Background: an optimization exercise with open tools, aiming at small area and a short achievable clock period. Do not read the settings as production practice.
Function was checked by simulation only, so behaviour that the tests miss may differ from the original.
No activity file was given, so power comes from the tool's default toggle rates.

==> inputs of sierra <==
// adder_1
module adder_1 #(parameter DSIZE = 64)
            (
                in_a,
                in_b,
                in_c,
                in_d,
                sum,
                clk,
                rst_n
            );
input   [DSIZE-1:0]     in_a;
input   [DSIZE-1:0]     in_b;
input   [DSIZE-1:0]     in_c;
input   [DSIZE-1:0]     in_d;
output  [DSIZE-1:0]     sum ;
input                   clk;
input                   rst_n;
wire   [DSIZE-1:0]      s1, c1, s2, c2, pv, gv;
fa_m u_fa1_0 (.a(in_a[0]), .b(in_b[0]), .c(in_c[0]), .s(s1[0]), .co(c1[0]));
fa_m u_fa1_1 (.a(in_a[1]), .b(in_b[1]), .c(in_c[1]), .s(s1[1]), .co(c1[1]));
fa_m u_fa1_2 (.a(in_a[2]), .b(in_b[2]), .c(in_c[2]), .s(s1[2]), .co(c1[2]));
fa_m u_fa1_3 (.a(in_a[3]), .b(in_b[3]), .c(in_c[3]), .s(s1[3]), .co(c1[3]));
fa_m u_fa1_4 (.a(in_a[4]), .b(in_b[4]), .c(in_c[4]), .s(s1[4]), .co(c1[4]));
fa_m u_fa1_5 (.a(in_a[5]), .b(in_b[5]), .c(in_c[5]), .s(s1[5]), .co(c1[5]));
fa_m u_fa1_6 (.a(in_a[6]), .b(in_b[6]), .c(in_c[6]), .s(s1[6]), .co(c1[6]));
fa_m u_fa1_7 (.a(in_a[7]), .b(in_b[7]), .c(in_c[7]), .s(s1[7]), .co(c1[7]));
fa_m u_fa1_8 (.a(in_a[8]), .b(in_b[8]), .c(in_c[8]), .s(s1[8]), .co(c1[8]));
fa_m u_fa1_9 (.a(in_a[9]), .b(in_b[9]), .c(in_c[9]), .s(s1[9]), .co(c1[9]));
fa_m u_fa1_10 (.a(in_a[10]), .b(in_b[10]), .c(in_c[10]), .s(s1[10]), .co(c1[10]));
fa_m u_fa1_11 (.a(in_a[11]), .b(in_b[11]), .c(in_c[11]), .s(s1[11]), .co(c1[11]));
fa_m u_fa1_12 (.a(in_a[12]), .b(in_b[12]), .c(in_c[12]), .s(s1[12]), .co(c1[12]));
  ...
Settings: LEC_CHECK=0, CAP_MARGIN=20, CORE_MARGIN=2, CORE_UTILIZATION=40, CTS_BUF_LIST=sky130_fd_sc_hd__clkbuf_4 sky130_fd_sc_hd__clkbuf_8, SETUP_SLACK_MARGIN=2.0, SLEW_MARGIN=20, SYNTH_HIERARCHICAL=1, SYNTH_MINIMUM_KEEP_SIZE=0; clock period 4.0 ns.
standard.sh (not shown) runs the stock make flow with config.mk's settings and CLKGATE_MAP_FILE= SYNTH_SCRIPT=/design/flow/synth_recipe.tcl, a recipe that flattens the netlist after the stock synthesis.
==> flow/flow/run.sh <==
#!/bin/bash
export BUFFER_PORTS_ARGS="-buffer_cell sky130_fd_sc_hd__buf_1"
bash standard.sh ABC_LOAD_IN_FF=3 finish > standard.log 2>&1
==> inputs of onyx, as changes to sierra <==
==> flow/flow/run.sh (replaced) <==
#!/bin/bash
export BUFFER_PORTS_ARGS="-buffer_cell sky130_fd_sc_hd__buf_1"
bash standard.sh > standard.log 2>&1
==> flow/config.mk (replaced) <==
export PLATFORM = sky130hd
export DESIGN_NAME = adder_1
export DESIGN_NICKNAME = adder_1
export VERILOG_FILES = /design/flow/design.v
export SDC_FILE = /design/flow/constraint.sdc
export NUM_CORES = 4
export LEC_CHECK = 0
export CAP_MARGIN = 20
export CORE_MARGIN = 2
export CORE_UTILIZATION = 70
export PLACE_DENSITY = 0.8
export SETUP_SLACK_MARGIN = 2.2
export SLEW_MARGIN = 20
export SYNTH_HIERARCHICAL = 1
export SYNTH_MINIMUM_KEEP_SIZE = 0
==> inputs of yarrow, as changes to sierra <==
--- a/flow/config.mk
+++ b/flow/config.mk
@@ -8,7 +8,6 @@
 export CAP_MARGIN = 20
 export CORE_MARGIN = 2
 export CORE_UTILIZATION = 40
-export CTS_BUF_LIST = sky130_fd_sc_hd__clkbuf_4 sky130_fd_sc_hd__clkbuf_8
 export SETUP_SLACK_MARGIN = 2.0
 export SLEW_MARGIN = 20
 export SYNTH_HIERARCHICAL = 1
==> comparison table <==
metric                                                                     onyx             sierra             yarrow
Outcome                                                          did not finish  timing/DRC/antenna clean  timing/DRC/antenna clean
Last stage reached                                                      5_1_grt                  -                  -
Root Buffer Master                                                    clkbuf_16           clkbuf_8          clkbuf_16
Critical Path Max Stage Delay                                                 -            0.65 ns            0.61 ns
WL met3                                                                       -            1.74 mm            1.80 mm
Clk_skew                                                                      -          0.0171 ns          0.0111 ns
Simple-gate portion of the synthesized area                               4.40%              4.59%              4.59%
Worst-case setup margin in the final layout                                   -            2.01 ns            2.02 ns
Design internal power                                                         -            4.56 mW            4.91 mW
Length of routed met2 wiring                                                  -            11.7 mm            11.8 mm
Relative max-transition margin                                                -              39.4%              38.6%
Number of flip-flops and latches                                              -                190                190
Setup TNS                                                                     -               0 ns               0 ns
Count of max-cap constraint violations                                        -                  0                  0
Synthesized area per cell                                              13.6 µm²           13.0 µm²           13.0 µm²
Multi-input combinational cell count                                          -                567                567
Share of the synthesized area in compound gates (AO/OA/AOI/OAI)           13.0%              9.18%              9.18%
Area-dominant cell class after layout                                         -  multi-input gates  multi-input gates
Layout net count                                                              -              1,583              1,582
Clock period minus final worst setup slack                                    -            1.99 ns            1.98 ns
Worst slack on hold paths                                                     -           0.370 ns           0.364 ns
Pre-CTS setup slack                                                     1.57 ns            1.43 ns            1.43 ns
Max stage delay cell, worst path                                              -               fa_2               fa_2

[afterwards: timing with drivers on the ports]
The flow's constraints put no driver on any port. The routed layouts listed below were extracted and timed again, unchanged, in two steps. Step 1 (the two cells are an assumption about what drives the block):
set clk [get_ports {clk}]
set_driving_cell -lib_cell sky130_fd_sc_hd__clkbuf_16 $clk
set_driving_cell -lib_cell sky130_fd_sc_hd__buf_2 [delete_from_list [all_inputs] $clk]
Step 2 adds t to the input delays and takes it off the output delays; t is the mean of the earliest and latest rising clock arrival at the registers after step 1. Input paths then give back, and output paths get back, about the clock's delay inside the block. Slacks: ideal ports / drivers / drivers and shift; pairs: ideal ports / drivers.
| run | shift t [ns] | setup slack, ns | clock arrival spread, ns | pins driven straight from the clock port |
|---|---|---|---|---|
| sierra | 0.500 | 2.013 / 2.031 / 1.531 | 0.017 / 0.018 | 1 |
| yarrow | 0.468 | 2.022 / 2.046 / 1.578 | 0.012 / 0.012 | 1 |
After both steps setup and hold are still met in every run listed. For sierra, which loses most, drivers alone change the setup slack by +0.018 ns; drivers and shift together by -0.482 ns.
